Context: an optimization exercise on an open-source flow, tuned for small area and a short achievable clock period. The choices shown serve that exercise and are no tape-out recipe. Function was checked by simulation only, so behaviour that the tests miss may differ from the original. Power figures rest on the tool's default switching activity, not on a simulated workload.

[flow/config.mk]
export PLATFORM = sky130hd
export DESIGN_NAME = processor
export DESIGN_NICKNAME = processor
export VERILOG_FILES = /design/flow/design.v
export SDC_FILE = /design/flow/constraint.sdc
export NUM_CORES = 4
export LEC_CHECK = 0
export CAP_MARGIN = 20
export CORE_MARGIN = 2
export CORE_UTILIZATION = 25
export PLACE_DENSITY = 0.3
export SLEW_MARGIN = 20
[flow/constraint.sdc]
create_clock -name core_clock -period 11.0 [get_ports {clk}]
set_input_delay 2.2000 -clock core_clock [delete_from_list [all_inputs] [get_ports {clk}]]
set_output_delay 2.2000 -clock core_clock [all_outputs]
set_load 0.01 [all_outputs]
[flow/design.v]
`timescale 1ns / 1ps
module FETCH #(
    parameter WIDTH = 32
) (
    input clk,
    input reset,
    input halt,
	input restore_pc,
	input [WIDTH - 1: 0] load_pc_A,
	input [WIDTH - 1: 0] load_pc_B,
	output reg [WIDTH - 1: 0] pc_out
);
	reg [WIDTH - 1: 0] pc_prev;
    always @(posedge clk) begin
        if (reset) begin
            pc_out <= 0;
			pc_prev <= pc_prev;
        end else if (halt == 0) begin
			if (restore_pc) begin
				pc_out <= pc_prev;
			end else begin
				pc_out <= load_pc_A + load_pc_B;
				pc_prev <= pc_out;
			end
		end
    end
endmodule
`timescale 1ns / 1ps
module DECODE #(
    parameter WIDTH = 32
) (
    input clk,
    input reset,
	input halt,
    input [WIDTH - 1: 0] instr,
    output reg [WIDTH - 1: 0] imm,
    output reg [2: 0] funct3,
    output reg [7: 0] funct7,
    output reg [4: 0] rs1_sel,
    output reg [4: 0] rs2_sel,
    output reg [4: 0] rd_sel,
    output reg i_type,
    output reg j_type,
    output reg b_type,
    output reg u_type,
    input [WIDTH - 1: 0] i_pc,
    output reg [WIDTH - 1: 0] o_pc,
	output reg sig_mem_rd_en,
	output reg sig_mem_wr_en
);
    parameter op_imm         =  'b0010011;
    parameter f3_addi        =  'h0;   
    parameter f3_xori        =  'h4;   
    parameter f3_ori         =  'h6;   
    parameter f3_andi        =  'h7;   
    parameter f3_slli        =  'h1;
    parameter imm_slli_11_5  =  'h00;   
    parameter f3_srli        =  'h5;
    parameter imm_srli_11_5  =  'h00;   
    parameter f3_srai        =  'h5;
    parameter imm_srai_11_5  =  'h20;   
    parameter f3_slti        =  'h2;   
    parameter f3_sltiu       =  'h3;   
    parameter op_lui         =  'b0110111;
    parameter op_auipc       =  'b0010111;
    parameter op_reg         =  'b0110011;
    parameter f3_add         =  'h0;
    parameter f7_add         =  'h00;   
    parameter f3_sub         =  'h0;
    parameter f7_sub         =  'h20;   
    parameter f3_xor         =  'h4;
    parameter f7_xor         =  'h00;   
    parameter f3_or          =  'h6;
    parameter f7_or          =  'h00;   
    parameter f3_and         =  'h7;
    parameter f7_and         =  'h00;   
    parameter f3_sll         =  'h1;
    parameter f7_sll         =  'h00;   
    parameter f3_srl         =  'h5;
    parameter f7_srl         =  'h00;   
    parameter f3_sra         =  'h5;
    parameter f7_sra         =  'h20;   
    parameter f3_slt         =  'h2;
    parameter f7_slt         =  'h00;   
    parameter f3_sltu        =  'h3;
    parameter f7_sltu        =  'h00;   
    parameter op_jal         =  'b1101111;   
    parameter op_jalr        =  'b1100111;   
    parameter f3_jalr        =  'h0;
    parameter op_branch      =  'b1100011;
    parameter f3_beq         =  'h0;   
    parameter f3_bne         =  'h1;   
    parameter f3_blt         =  'h4;   
    parameter f3_bge         =  'h5;   
    parameter f3_bltu        =  'h6;   
    parameter f3_bgeu        =  'h7;   
    parameter op_load        =  'b0000011;
    parameter f3_lb          =  'h0;   
    parameter f3_lh          =  'h1;   
    parameter f3_lw          =  'h2;   
    parameter f3_lbu         =  'h4;   
    parameter f3_lhu         =  'h5;   
    parameter op_store       =  'b0100011;
    parameter f3_sb          =  'h0;   
    parameter f3_sh          =  'h1;   
    parameter f3_sw          =  'h2;   
    parameter op_env         =  'b1110011;
    parameter f3_ecall       =  'h0;
    parameter imm_ecall      =  'h0;
    parameter f3_ebreak      =  'h0;
    parameter imm_ebreak     =  'h1;
    wire [6: 0] opcode = instr[6: 0];
	reg test;
    always @(posedge clk) begin
		if (reset) begin
			rs1_sel <= 0;
			rs2_sel <= 0;
			imm <= 0;
			rd_sel <= 0;
			funct3 <= 0;
			funct7 <= 0;
			i_type <= 0;
			j_type <= 0;
			b_type <= 0;
			u_type <= 0;
			test <= 0;
			sig_mem_rd_en <= 0;
			sig_mem_wr_en <= 0;
			o_pc <= 0;
        end else if (halt == 0) begin
			sig_mem_rd_en <= opcode == op_load;
			sig_mem_wr_en <= opcode == op_store;
			i_type <= opcode[5] == 0;
			j_type <= opcode == op_jal || opcode == op_jalr;
			b_type <= opcode == op_branch;
			u_type <= opcode == op_auipc || opcode == op_lui;
			o_pc <= i_pc;
			if (opcode == op_load || opcode == op_imm || opcode == op_jalr) begin
				imm[31: 11] <= {21{instr[31]}};
				imm[10: 5] <= instr[30: 25];
				imm[4: 1] <= instr[24: 21];
				imm[0] <= instr[20];
				rs1_sel <= instr[19: 15];
				rs2_sel <= 0;
				funct7  <= 0;
				funct3  <= instr[14: 12];
				rd_sel  <= instr[11: 7];
			end else if (opcode == op_store) begin
				imm[31: 11] <= {21{instr[31]}};
				imm[10: 5] <= instr[30: 25];
				imm[4: 1] <= instr[11: 8];
				imm[0] <= instr[7];
				rs1_sel <= instr[19: 15];
				rs2_sel <= instr[24: 20];
				funct7  <= 0;
				funct3  <= instr[14: 12];
				rd_sel  <= instr[11: 7];
			end else if (opcode == op_branch) begin
				imm[31: 12] <= {20{instr[31]}};
				imm[11] <= instr[7];
				imm[10: 5] <= instr[30: 25];
				imm[4: 1] <= instr[11: 8];
				imm[0] <= 0;
				test <= 1;
				rs1_sel <= instr[19: 15];
				rs2_sel <= instr[24: 20];
				funct3  <= instr[14: 12];
				funct7 <= 0;
				rd_sel  <= 0;
			end else if (opcode == op_jal) begin
				imm[31: 20] <= {12{instr[31]}};
				imm[19: 12] <= instr[19: 12];
				imm[11] <= instr[20];
				imm[10: 5] <= instr[30: 25];
				imm[4: 1] <= instr[24: 21];
				imm[0] <= 0;
				rs1_sel <= 0;
				rs2_sel <= 0;
				funct7 <= 0;
				funct3  <= instr[14: 12];
				rd_sel  <= instr[11: 7];
			end else if (opcode == op_auipc || opcode == op_lui) begin
				imm[31] <= instr[31];
				imm[30: 20] <= instr[30: 20];
				imm[19: 12] <= instr[19: 12];
				imm[11: 0] <= 0;
				rs1_sel <= 0;
				rs2_sel <= 0;
				funct7 <= 0;
				funct3  <= 0;
				rd_sel  <= instr[11: 7];
			end else begin
				rs1_sel <= instr[19: 15];
				rs2_sel <= instr[24: 20];
				funct7 <= instr[31: 25];
				funct3  <= instr[14: 12];
				rd_sel  <= instr[11: 7];
			end
		end
    end
endmodule
`timescale 1ns / 1ps
module EXECUTE #(
    parameter WIDTH = 32
) (
    input clk,
    input reset,
	input halt,
	input i_type,
	input j_type,
	input u_type,
    input [2: 0] funct3,
    input [7: 0] funct7,
    input [WIDTH - 1: 0] imm,
    input [WIDTH - 1: 0] rs1,
    input [WIDTH - 1: 0] rs2,
    output reg [WIDTH - 1: 0] rd,
    input [WIDTH - 1: 0] i_rd_sel,
    output reg [WIDTH - 1: 0] o_rd_sel,
	input [WIDTH - 1: 0] i_pc,
	output reg [WIDTH - 1: 0] o_pc,
	input sig_i_mem_wr_en,
	output reg sig_o_mem_wr_en,
	input sig_i_mem_rd_en,
	output reg sig_o_mem_rd_en,
	output reg [WIDTH - 1: 0] o_mem_wr_data,
	output reg [2: 0] o_mem_rw_size
);
    parameter f3_add         =  'h0;
    parameter f3_sub         =  'h0;
    parameter f3_xor         =  'h4;
    parameter f3_or          =  'h6;
    parameter f3_and         =  'h7;
    parameter f3_sll         =  'h1;
    parameter f3_srl         =  'h5;
    parameter f3_sra         =  'h5;
    parameter f3_slt         =  'h2;
    parameter f3_sltu        =  'h3;
	parameter f7_add         =  'h00;
	parameter f7_sub         =  'h20;
	parameter f7_xor         =  'h00;
	parameter f7_or          =  'h00;
	parameter f7_and         =  'h00;
	parameter f7_sll         =  'h00;
	parameter f7_srl         =  'h00;
	parameter f7_sra         =  'h20;
	parameter f7_slt         =  'h00;
	parameter f7_sltu        =  'h00;
	wire [WIDTH - 1: 0] A = 
		j_type == 1 ?
			i_pc:
		u_type && i_type ?
			o_pc:
		rs1;
	wire [WIDTH - 1: 0] B =
		j_type == 1 ?
			4:
		u_type || i_type || sig_i_mem_wr_en || sig_i_mem_rd_en ?
			imm:
		rs2;
	reg rst_0;
	reg rst_1;
	always @(posedge clk) begin
		rst_0 <= j_type;
		rst_1 <= rst_0;
		if (reset) begin
			o_pc <= 0;
		end else if (halt == 0) begin
			o_pc <= i_pc;
		end
		if (reset || rst_0 || rst_1 || halt) begin
			rd <= 0;
			o_rd_sel <= 0;
			sig_o_mem_wr_en <= 0;
			sig_o_mem_rd_en <= 0;
			o_mem_wr_data <= 0;
			o_mem_rw_size <= 0;
		end else if (halt == 0) begin
			rd	<=
				j_type ?
					B:
				sig_i_mem_wr_en || sig_i_mem_rd_en || (funct3 == f3_add && funct7 == f7_add) ? A + B:
				funct3 == f3_sub 	&& funct7 == f7_sub 	? A - B:
				funct3 == f3_xor 	&& funct7 == f7_xor 	? A ^ B:
				funct3 == f3_or 	&& funct7 == f7_or 		? A | B:
				funct3 == f3_and 	&& funct7 == f7_and 	? A & B:
				funct3 == f3_sll 	&& funct7 == f7_sll 	? A << B[4: 0]:
				funct3 == f3_srl 	&& funct7 == f7_srl 	? A >> B[4: 0]:
				funct3 == f3_sra 	&& funct7 == f7_sra 	? A >> B[4: 0]:
				funct3 == f3_slt 	&& funct7 == f7_slt 	? (A < B ? 1: 0):
				funct3 == f3_sltu 	&& funct7 == f7_sltu 	? (A < B ? 1: 0):
				0;
			o_rd_sel <= i_rd_sel;
			o_pc <= i_pc;
			sig_o_mem_wr_en <= sig_i_mem_wr_en;
			sig_o_mem_rd_en <= sig_i_mem_rd_en;
			o_mem_wr_data <= sig_i_mem_rd_en || sig_i_mem_wr_en ? rs2: 0;
			o_mem_rw_size <= sig_i_mem_rd_en || sig_i_mem_wr_en ? funct3:  0;
		end
	end
endmodule
`timescale 1ns / 1ps
module MEMORY #(
	parameter WIDTH = 8,
	parameter SIZE = 256
) (
	input wr_clk,
	input rd_clk,
	input reset,
	input halt,
	input fe_halt,
    input [4: 0] i_rd_sel,
    output reg [4: 0] o_rd_sel,
	input wr_en,
	input [2: 0] wr_size,
	input [WIDTH - 1: 0] wr_addr,
	input [WIDTH - 1: 0] wr_data,
	input rd_en,
	input [2: 0] rd_size,
	input [WIDTH - 1: 0] rd_addr,
	output reg [WIDTH - 1: 0] rd_data,
	input fe_rd_en,
	input [WIDTH - 1: 0] fe_rd_addr,
	output reg [WIDTH - 1: 0] fe_rd_data,
	output [WIDTH - 1: 0] imem_addr,
	input [WIDTH - 1: 0] imem_rdata,
	output [WIDTH - 1: 0] dmem_addr,
	output dmem_re,
	output dmem_we,
	output [WIDTH - 1: 0] dmem_wdata,
	input [WIDTH - 1: 0] dmem_rdata
);
	assign imem_addr	= fe_rd_addr;
	assign dmem_addr	= wr_addr;
	assign dmem_re		= rd_en;
	assign dmem_we		= wr_en && reset == 0 && halt == 0 && wr_size >= 2;
	assign dmem_wdata	= wr_data;
	always @(posedge rd_clk) begin
		if (reset) begin
			fe_rd_data <= 0;
		end else if (fe_halt == 0) begin
			fe_rd_data <= fe_rd_en ? imem_rdata: 0;
		end
	end
	always @(posedge rd_clk) begin
		if (reset) begin
			o_rd_sel <= 0;
			rd_data <= 0;
		end else begin
			if (halt == 0) begin
				rd_data <= rd_en ? dmem_rdata: 0;
			end
			o_rd_sel <= rd_en ? i_rd_sel: 0;
		end
	end
endmodule
`timescale 1ns / 1ps
module WRITE_BACK #(parameter WIDTH = 32) (
	input clk,
	input reset,
	input halt,
	input [4: 0] rd_ex_sel,
	input [4: 0] rd_mem_sel,
	input [4: 0] rs1_sel,
	input [4: 0] rs2_sel,
	input [WIDTH - 1: 0] rd_ex,
	input [WIDTH - 1: 0] rd_mem,
	output [WIDTH - 1: 0] rs1,
	output [WIDTH - 1: 0] rs2
);
	reg [WIDTH - 1: 0] reg_x[WIDTH - 1: 0];
	assign rs1 = rs1_sel > 0 &&
		rd_ex_sel == rs1_sel ?
			rd_ex:
		rd_mem_sel == rs1_sel ?
			rd_mem:
		reg_x[rs1_sel];
	assign rs2 = rs2_sel > 0 &&
		rd_ex_sel == rs2_sel ?
			rd_ex:
		rd_mem_sel == rs2_sel ?
			rd_mem:
		reg_x[rs2_sel];
	wire [WIDTH - 1: 0] zero	= reg_x[0];
	wire [WIDTH - 1: 0] ra		= reg_x[1];
	wire [WIDTH - 1: 0] sp		= reg_x[2];
	wire [WIDTH - 1: 0] gp		= reg_x[3];
	wire [WIDTH - 1: 0] tp		= reg_x[4];
	wire [WIDTH - 1: 0] fp		= reg_x[8];
	wire [WIDTH - 1: 0] a0		= reg_x[10];
	wire [WIDTH - 1: 0] a1		= reg_x[11];
	wire [WIDTH - 1: 0] a2		= reg_x[12];
	wire [WIDTH - 1: 0] a3		= reg_x[13];
	wire [WIDTH - 1: 0] a4		= reg_x[14];
	wire [WIDTH - 1: 0] a5		= reg_x[15];
	wire [WIDTH - 1: 0] a6		= reg_x[16];
	wire [WIDTH - 1: 0] a7		= reg_x[17];
	wire [WIDTH - 1: 0] s0		= reg_x[8];
	wire [WIDTH - 1: 0] s1		= reg_x[9];
	wire [WIDTH - 1: 0] s2		= reg_x[18];
	wire [WIDTH - 1: 0] s3		= reg_x[19];
	wire [WIDTH - 1: 0] s4		= reg_x[20];
	wire [WIDTH - 1: 0] s5		= reg_x[21];
	wire [WIDTH - 1: 0] s6		= reg_x[22];
	wire [WIDTH - 1: 0] s7		= reg_x[23];
	wire [WIDTH - 1: 0] s8		= reg_x[24];
	wire [WIDTH - 1: 0] s9		= reg_x[25];
	wire [WIDTH - 1: 0] s10		= reg_x[26];
	wire [WIDTH - 1: 0] s11		= reg_x[27];
	wire [WIDTH - 1: 0] t0		= reg_x[5];
	wire [WIDTH - 1: 0] t1		= reg_x[6];
	wire [WIDTH - 1: 0] t2		= reg_x[7];
	wire [WIDTH - 1: 0] t3		= reg_x[28];
	wire [WIDTH - 1: 0] t4		= reg_x[29];
	wire [WIDTH - 1: 0] t5		= reg_x[30];
	wire [WIDTH - 1: 0] t6		= reg_x[31];
	integer i;
	always @(posedge clk) begin
		if (reset) begin
			for (i = 0; i < WIDTH; i = i + 1) begin
				reg_x[i] <= 0;
			end
		end else if (halt == 0) begin
			if (rd_ex_sel > 0) begin
				reg_x[rd_ex_sel] <= rd_ex;
			end
			if (rd_mem_sel > 0 && rd_ex_sel != rd_mem_sel) begin
				reg_x[rd_mem_sel] <= rd_mem;
			end
		end
	end
endmodule
`timescale 1ns / 1ps
module processor #(
    parameter WIDTH = 32
) (
    input clk,
    input reset,
    output [WIDTH - 1: 0] imem_addr,
    input [WIDTH - 1: 0] imem_rdata,
    output [WIDTH - 1: 0] dmem_addr,
    output dmem_re,
    output dmem_we,
    output [WIDTH - 1: 0] dmem_wdata,
    input [WIDTH - 1: 0] dmem_rdata,
    output reg [WIDTH - 1: 0] PORT_OUT_A,
    output reg [WIDTH - 1: 0] PORT_OUT_B,
    output reg [WIDTH - 1: 0] PORT_OUT_C,
    output reg [WIDTH - 1: 0] PORT_OUT_D
);
    localparam LD_PC_DISABLE = 0;
    localparam LD_PC_PLUSEQ = 1;
    localparam LD_PC_REPLACE = 2;
    localparam LD_PC_INCREMENT = 3;
    wire FE_halt;
    wire FE_reset;
    wire [WIDTH - 1: 0] FE_load_pc_A;
    wire [WIDTH - 1: 0] FE_load_pc_B;
    wire [WIDTH - 1: 0] FE_pc;
    wire MEM_fe_rd_en;
    wire [WIDTH - 1: 0] MEM_fe_rd_addr = FE_pc;
    wire [WIDTH - 1: 0] MEM_fe_rd_data;
    wire DE_halt;
    wire [WIDTH - 1: 0] DE_instr = MEM_fe_rd_data;
    wire [WIDTH - 1: 0] DE_imm;
    wire [2: 0] DE_funct3;
    wire [7: 0] DE_funct7;
    wire [4: 0] DE_rs1_sel;
    wire [4: 0] DE_rs2_sel;
    wire [4: 0] DE_rd_sel;
    wire DE_i_type;
    wire DE_j_type;
    wire DE_b_type;
    wire DE_u_type;
    wire DE_sig_mem_rd_en;
    wire DE_sig_mem_wr_en;
    wire [WIDTH - 1: 0] DE_i_pc = FE_pc;
    wire [WIDTH - 1: 0] DE_o_pc;
    wire EX_halt;
    wire EX_i_type = DE_i_type;
    wire EX_j_type;				 
    wire EX_u_type				= DE_u_type;
    wire [2: 0] EX_funct3		= DE_funct3;
    wire [7: 0] EX_funct7		= DE_funct7;
    wire [WIDTH - 1: 0] EX_imm	= DE_imm;
    wire [WIDTH - 1: 0] EX_rs1;
    wire [WIDTH - 1: 0] EX_rs2;
    wire [WIDTH - 1: 0] EX_rd;
    wire [4: 0] EX_i_rd_sel		= DE_rd_sel;
    wire [4: 0] EX_o_rd_sel;
    wire [WIDTH - 1: 0] EX_i_pc	= DE_o_pc;
    wire [WIDTH - 1: 0] EX_o_pc;
    wire EX_sig_i_mem_wr_en		= DE_sig_mem_wr_en;
    wire EX_sig_o_mem_wr_en;
    wire EX_sig_i_mem_rd_en		= DE_sig_mem_rd_en;
    wire EX_sig_o_mem_rd_en;
    wire [WIDTH - 1: 0] EX_o_mem_wr_data;
    wire [2: 0] EX_o_mem_rw_size;
    wire MEM_halt = 0;
	wire MEM_fe_halt				= FE_halt;
    wire [4: 0] MEM_i_rd_sel		= EX_o_rd_sel;
    wire [4: 0] MEM_o_rd_sel;
    wire [2: 0] MEM_rw_size			= EX_o_mem_rw_size;
    wire MEM_wr_en 					= EX_sig_o_mem_wr_en;
    wire [WIDTH - 1: 0] MEM_wr_addr = EX_rd;
    wire [WIDTH - 1: 0] MEM_wr_data	= EX_o_mem_wr_data;
    wire MEM_rd_en					= EX_sig_o_mem_rd_en;
    wire [WIDTH - 1: 0] MEM_rd_addr = EX_rd;
    wire [WIDTH - 1: 0] MEM_rd_data;
    wire WB_halt = 0;
    wire [4: 0] WB_rd_ex_sel;
    wire [WIDTH - 1: 0] WB_rd_ex;
    wire [4: 0] WB_rd_mem_sel;
    wire [WIDTH - 1: 0] WB_rd_mem;
    wire [4: 0] WB_rs1_sel	= DE_rs1_sel;
    wire [WIDTH - 1: 0] WB_rs1;
    assign EX_rs1			= WB_rs1;
    wire [4: 0] WB_rs2_sel	= DE_rs2_sel;
    wire [WIDTH - 1: 0] WB_rs2;
    assign EX_rs2			= WB_rs2;
    wire is_branch_taken =
        DE_b_type ?
            DE_funct3 == 0 ? (EX_rs1 == EX_rs2):
            DE_funct3 == 1 ? (EX_rs1 != EX_rs2):
            DE_funct3 == 4 ? (EX_rs1 < EX_rs2):
            DE_funct3 == 5 ? (EX_rs1 >= EX_rs2):
            DE_funct3 == 6 ? (EX_rs1 < EX_rs2):
            DE_funct3 == 7 ? (EX_rs1 >= EX_rs2):
            0:
        DE_j_type;
    assign EX_j_type = is_branch_taken;
    assign FE_load_pc_B =
        is_branch_taken == 1 ?
            DE_imm:
        EX_i_rd_sel != EX_o_rd_sel && EX_sig_i_mem_rd_en == 0 && EX_sig_o_mem_rd_en == 1 && EX_o_rd_sel > 0 ?
            0:
        4;
    assign FE_load_pc_A =
        DE_j_type == 1 && DE_i_type == 1 ?
            WB_rs1:
        is_branch_taken == 1 && DE_i_type == 0 ?
            EX_o_pc:
        FE_pc;
    assign MEM_fe_rd_en = 1;
    assign WB_rd_ex_sel		= EX_o_rd_sel;
    assign WB_rd_ex			= EX_rd;
	assign WB_rd_mem_sel	= MEM_o_rd_sel;
	assign WB_rd_mem		= MEM_rd_data;
    assign FE_halt	 = (MEM_i_rd_sel == WB_rs1_sel || MEM_i_rd_sel == WB_rs2_sel) && EX_sig_o_mem_rd_en;
    assign DE_halt	 = (MEM_i_rd_sel == WB_rs1_sel || MEM_i_rd_sel == WB_rs2_sel) && EX_sig_o_mem_rd_en;
    assign EX_halt	 = (MEM_i_rd_sel == WB_rs1_sel || MEM_i_rd_sel == WB_rs2_sel) && EX_sig_o_mem_rd_en;
	reg [31: 0] rd_prev;
	reg rd_prev_en;
    always @(posedge clk) begin
        if (reset) begin
            PORT_OUT_A <= 0;
            PORT_OUT_B <= 0;
            PORT_OUT_C <= 0;
            PORT_OUT_D <= 0;
			rd_prev <= 0;
			rd_prev_en <= 0;
        end else begin
			rd_prev_en <= (MEM_i_rd_sel > 0) && (MEM_i_rd_sel == WB_rs1_sel) && MEM_rd_en;
			rd_prev <= MEM_rd_data;
            if (MEM_wr_en) begin
                case (MEM_wr_addr)
                    'h40000000:
                        PORT_OUT_A <= MEM_wr_data;
                    'h40000001:
                        PORT_OUT_B <= MEM_wr_data;
                    'h40000002:
                        PORT_OUT_C <= MEM_wr_data;
                    'h40000003:
                        PORT_OUT_D <= MEM_wr_data;
                endcase
            end
        end
    end
    FETCH #(
        .WIDTH             (WIDTH)
    ) u_FETCH (
        .clk               (clk),
        .reset             (reset),
        .halt              (FE_halt),
        .restore_pc        (1'b0),
        .load_pc_A         (FE_load_pc_A),
        .load_pc_B         (FE_load_pc_B),
        .pc_out            (FE_pc)
    );
    DECODE #(
        .WIDTH            (WIDTH)
    ) u_DECODE (
        .clk              (clk),
        .reset            (reset),
        .halt             (DE_halt),
        .instr            (DE_instr),
        .imm              (DE_imm),
        .funct3           (DE_funct3),
        .funct7           (DE_funct7),
        .rs1_sel          (DE_rs1_sel),
        .rs2_sel          (DE_rs2_sel),
        .rd_sel           (DE_rd_sel),
        .i_type           (DE_i_type),
        .j_type           (DE_j_type),
        .b_type           (DE_b_type),
        .u_type           (DE_u_type),
        .i_pc			  (DE_i_pc),
        .o_pc			  (DE_o_pc),
        .sig_mem_rd_en    (DE_sig_mem_rd_en),
        .sig_mem_wr_en    (DE_sig_mem_wr_en)
    );
    EXECUTE #(
        .WIDTH              (WIDTH)
    ) u_EXECUTE (
        .clk                (clk),
        .reset              (reset),
        .halt               (EX_halt),
        .i_type             (EX_i_type),
        .j_type             (EX_j_type),
        .u_type             (EX_u_type),
        .funct3             (EX_funct3),
        .funct7             (EX_funct7),
        .imm                (EX_imm),
        .rs1                (EX_rs1),
        .rs2                (EX_rs2),
        .rd                 (EX_rd),
        .i_rd_sel           (EX_i_rd_sel),
        .o_rd_sel           (EX_o_rd_sel),
        .i_pc           	(EX_i_pc),
        .o_pc          		(EX_o_pc),
        .sig_i_mem_wr_en    (EX_sig_i_mem_wr_en),
        .sig_o_mem_wr_en    (EX_sig_o_mem_wr_en),
        .sig_i_mem_rd_en    (EX_sig_i_mem_rd_en),
        .sig_o_mem_rd_en    (EX_sig_o_mem_rd_en),
        .o_mem_wr_data      (EX_o_mem_wr_data),
        .o_mem_rw_size      (EX_o_mem_rw_size)
    );
    MEMORY #(
        .WIDTH		(WIDTH),
        .SIZE 		(1024)
    ) u_MEMORY (
        .wr_clk		(clk),
        .rd_clk		(clk),
        .reset		(reset),
        .halt 		(MEM_halt),
        .fe_halt 	(MEM_fe_halt),
        .i_rd_sel   (MEM_i_rd_sel),
        .o_rd_sel   (MEM_o_rd_sel),
        .wr_en  	(MEM_wr_en),
        .wr_addr	(MEM_wr_addr),
        .wr_size	(MEM_rw_size),
        .wr_data	(MEM_wr_data),
        .rd_en  	(MEM_rd_en),
        .rd_addr	(MEM_rd_addr),
        .rd_size	(MEM_rw_size),
        .rd_data	(MEM_rd_data),
        .fe_rd_en  	(MEM_fe_rd_en),
        .fe_rd_addr	(MEM_fe_rd_addr),
        .fe_rd_data	(MEM_fe_rd_data),
        .imem_addr	(imem_addr),
        .imem_rdata	(imem_rdata),
        .dmem_addr	(dmem_addr),
        .dmem_re	(dmem_re),
        .dmem_we	(dmem_we),
        .dmem_wdata	(dmem_wdata),
        .dmem_rdata	(dmem_rdata)
    );
    WRITE_BACK #(
        .WIDTH      (WIDTH)
    ) u_WRITE_BACK (
        .clk        (clk),
        .reset      (reset),
        .halt       (WB_halt),
        .rd_ex_sel     (WB_rd_ex_sel),
        .rd_mem_sel     (WB_rd_mem_sel),
        .rs1_sel    (WB_rs1_sel),
        .rs2_sel    (WB_rs2_sel),
        .rd_ex         (WB_rd_ex),
        .rd_mem         (WB_rd_mem),
        .rs1        (WB_rs1),
        .rs2        (WB_rs2)
    );
endmodule
[flow/run.sh]
#!/bin/bash
# synth_recipe.tcl (not shown) runs the flow's synth.tcl, then flattens the netlist and writes it again
# the make line also repeats each setting of config.mk as NAME=value (left out here)
make -C /OpenROAD-flow-scripts/flow DESIGN_CONFIG=/design/flow/config.mk WORK_HOME=/design/flow/orfs CLKGATE_MAP_FILE= SYNTH_SCRIPT=/design/flow/synth_recipe.tcl finish
==> impl_metrics.yaml <==
finish:
  multi_input_comb_area_um2: 44100
  fillers: 35100
  nNetsFinal: 7996
  final_common_cell: "edfxtp_1"
  final_cell_mix: "1024 x edfxtp_1, 1008 x a22o_1, 779 x nand2_1"
  finalInstanceArea_um2: 103000
  syn2layout_area_growth_pct: 18.8
  drive_gt1_frac: 0.206
  seq_area_um2: 39700
timing:
  fmax_ghz: 0.0942
  rsz0062_at_grt: "no"
  slew-limit-headroom: 0.147
  final_max_slew_viol_count: 0
  min_period_ps: 10610
  finalSetupViolCount: 0
  hold_viol_final: 0
  min_period_over_period: 0.965
  worstMarginPinSlew_ps: 1270
  fin_worst_skew_ps: 87.7
synth:
  seq_area_frac_synth: 0.455
  ys.warnings.count: 8
  synth_top_flop_cell: "edfxtp_1"
  synth_edf_count: 1024
  syn_area_um2: 86900
  ys_seq_elements: 1465
  netlist_instances: 7698
  synthArstFlopShare: 0
  yosysUniqueCellTypes: 101
  syn_avg_cell_area_um2: 11.3
critical_path:
  crit_path_end_kind: "flip-flop"
  cp.arrival_ps: 11410
  cp_common_cell: "a21oi_1"
  crit_slowest_cell: "a221oi_1"
  r2r_end: "u_FETCH.pc_out[31]"
  crit_required_ps: 11800
  start_kind: "flip-flop"
  r2r_slack_ps: 390
  slowest_delay_ps: 920
  reg2reg_depth: 34
  worst-setup-path-type: "reg -> reg"
  cp_max_fo: 37
placement:
  portBuffers: 291
  gp_congestion: 0.943
  dp_hpwl_mm: 377
  placed_area_um2: 96700
global_route:
  grt_first_pass_wirelength_mm: 746
  grt_max_degree: 173
  grt_antenna_before_repair: 68
  grt_usage: 0.314
  grt_pass1_vias: 72600
  grt_overflow: 0
drt:
  viasPerCell: 6.10
  drc_errors: 0
  dr.first_iter.drc_count: 10900
  drt-total-wl_mm: 572
  first_pass_iters: 6
  vias: 76500
  drtAntennaViolNets: 0
  avgRoutedWirePerCell_um: 45.7
clock_tree:
  cts.sinks: 1465
  path_clk_slew_ps: 60
  cts_tree: "yes"
  clk_latency_ps: 950
  cts_buffer_depth: 4
  postCtsHoldBufs: 0
  cts_root_buffer: "clkbuf_16"
  numCtsBuffers: 194
  h-tree-depth: 4
die:
  dieArea_um2: 352000
  start_util: 0.251
  rows: 216
  io_pins: 292
  die_x_um: 594
  coreArea_um2: 346000
  die_h_um: 594
power:
  cellLeakagePower_nw: 35.8
  p_per_area_nw_per_um2: 160
  power_mw: 16.5
  ir_worst_vdd_v: 0.000110
hold_path:
  min-delay-start: "u_EXECUTE.rst_0"
  worstHoldPathCells: 0
  hold_end: "u_EXECUTE.rst_1"
  hold_class: "reg -> reg"
job:
  max-cap-violations: 0
outcome:
  status: "complete, no violations"
[how the worst max path moves through the flow]
stage | endpoint | slack [ps]
2_1_floorplan | u_FETCH.pc_out[30] | 950
3_3_place_gp | u_EXECUTE.rd[30] | -10
3_5_place_dp | u_EXECUTE.rd[30] | 440
4_1_cts | u_FETCH.pc_out[31] | 330
5_1_grt | u_FETCH.pc_out[30] | 20
6_report | u_FETCH.pc_out[31] | 390
[layer usage]
layer | wire [um] | global-route usage
met5 | 116 | 0
met4 | 24800 | 0.117
met3 | 47000 | 0.0640
met2 | 247000 | 0.471
met1 | 254000 | 0.443
[through the flow]
| step | TNS, ps | util | worst slack, ps | instances | hold WS (ps) |
|---|---|---|---|---|---|
| 2_1_floorplan | 0 | - | 952 | 7729 | 332 |
| 3_3_place_gp | -12.8 | 0.279 | -12.8 | 12100 | 373 |
| 3_5_place_dp | 0 | 0.279 | 440 | 12200 | 377 |
| 4_1_cts | 0 | 0.298 | 328 | 12500 | 386 |
| 5_1_grt | 0 | 0.298 | 24.1 | 12500 | 393 |
| 6_report | 0 | 0.298 | 390 | 12500 | 385 |
[worst max-delay path: cells and delay by family, from the launching register on]
family,cells,cell delay [ps]
buffers and inverters,3,1190
AO/OA/AOI/OAI,20,5890
XOR/XNOR,1,90
multiplexers,2,650
flip-flops,1,820
AND/OR/NAND/NOR,6,1020
adder cells (fa/ha/maj),2,720
[state kept, by name, indices dropped and copies added (netlist names), 2 cells and up, named ones only]
register / cells
u_WRITE_BACK.reg_x: 1024
PORT_OUT_A: 32
PORT_OUT_B: 32
PORT_OUT_C: 32
PORT_OUT_D: 32
u_DECODE.imm: 32
u_DECODE.o_pc: 32
u_EXECUTE.o_mem_wr_data: 32
u_EXECUTE.o_pc: 32
u_EXECUTE.rd: 32
u_FETCH.pc_out: 32
u_MEMORY.fe_rd_data: 32
u_MEMORY.rd_data: 32
u_DECODE.funct7: 7
u_DECODE.rd_sel: 5
u_DECODE.rs1_sel: 5
u_DECODE.rs2_sel: 5
u_EXECUTE.o_rd_sel: 5
u_MEMORY.o_rd_sel: 5
u_DECODE.funct3: 3
u_EXECUTE.o_mem_rw_size: 2
[what timing repair did]
action                                 4_1_cts  5_1_grt
buffers inserted                             0        0
resized for setup                            0        3
setup endpoints to repair                    0        3
endpoints found under the hold margin        0        0
[cell usage after synthesis, types with 94 or more instances]
cell      count  share of area
o21ai_0     203          0.012
inv_1       122         0.0053
mux2i_1     155          0.018
mux4_2      590           0.15
nand3_1      94         0.0054
nand2_1     784          0.034
nor2_1      476          0.021
dfxtp_1     441           0.10
clkbuf_1    720          0.031
a21oi_1     583          0.034
a22o_1     1008           0.10
nor3_1      100         0.0058
and2_1       99         0.0071
edfxtp_1   1024           0.35
ha_1        159          0.023
[report_power, final]
group	internal (mW)	total, mW	switching [mW]
clock	3.86	6.69	2.84
combinational	1.06	3.56	2.50
sequential	6.07	6.28	0.213
total	11.0	16.5	5.55
[cell type report]
cell class              count  share of cell area
multi-input cells        5221               0.427
clock buffers             245              0.0514
flip-flops and latches   1465               0.384
inverters                 127             0.00462
diodes                     20            0.000485
well taps                4578              0.0555
clock inverters           113              0.0108
repair buffers            759              0.0658
[cells by family after synthesis]
group / count (synthesis) / synth area share
compound gates: 2388 / 0.201
simple gates: 1805 / 0.0918
flops: 1465 / 0.455
buf+inv: 1043 / 0.0476
mux: 769 / 0.174
fa+ha+maj: 162 / 0.0236
xor+xnor: 65 / 0.00655
other cells: 1 / 0.0000431

what the ideal ports hide:
Ports are ideal in the flow. The routed layout listed here was re-timed in OpenROAD.
Step 1 (the two cells are an assumption about what drives the block):
set clk [get_ports {clk}]
set_driving_cell -lib_cell sky130_fd_sc_hd__clkbuf_16 $clk
set_driving_cell -lib_cell sky130_fd_sc_hd__buf_2 [delete_from_list [all_inputs] $clk]
Step 2 moves the port delays by t, midway between the first and last clock arrival at a register: inputs arrive t later, outputs are due t later. That takes back most of the time a late clock gives input paths.
a / b / c = no drivers / after step 1 / after step 2; a / b = the first two.
shift t [ns]: 1.010
slack for setup (ns): 0.390 / 0.390 / 0.390
worst setup path at the end: register to register
After both steps setup and hold are still met in this run. The setup slack of this run moves by 0.000 ns with the drivers and by 0.000 ns with both steps.
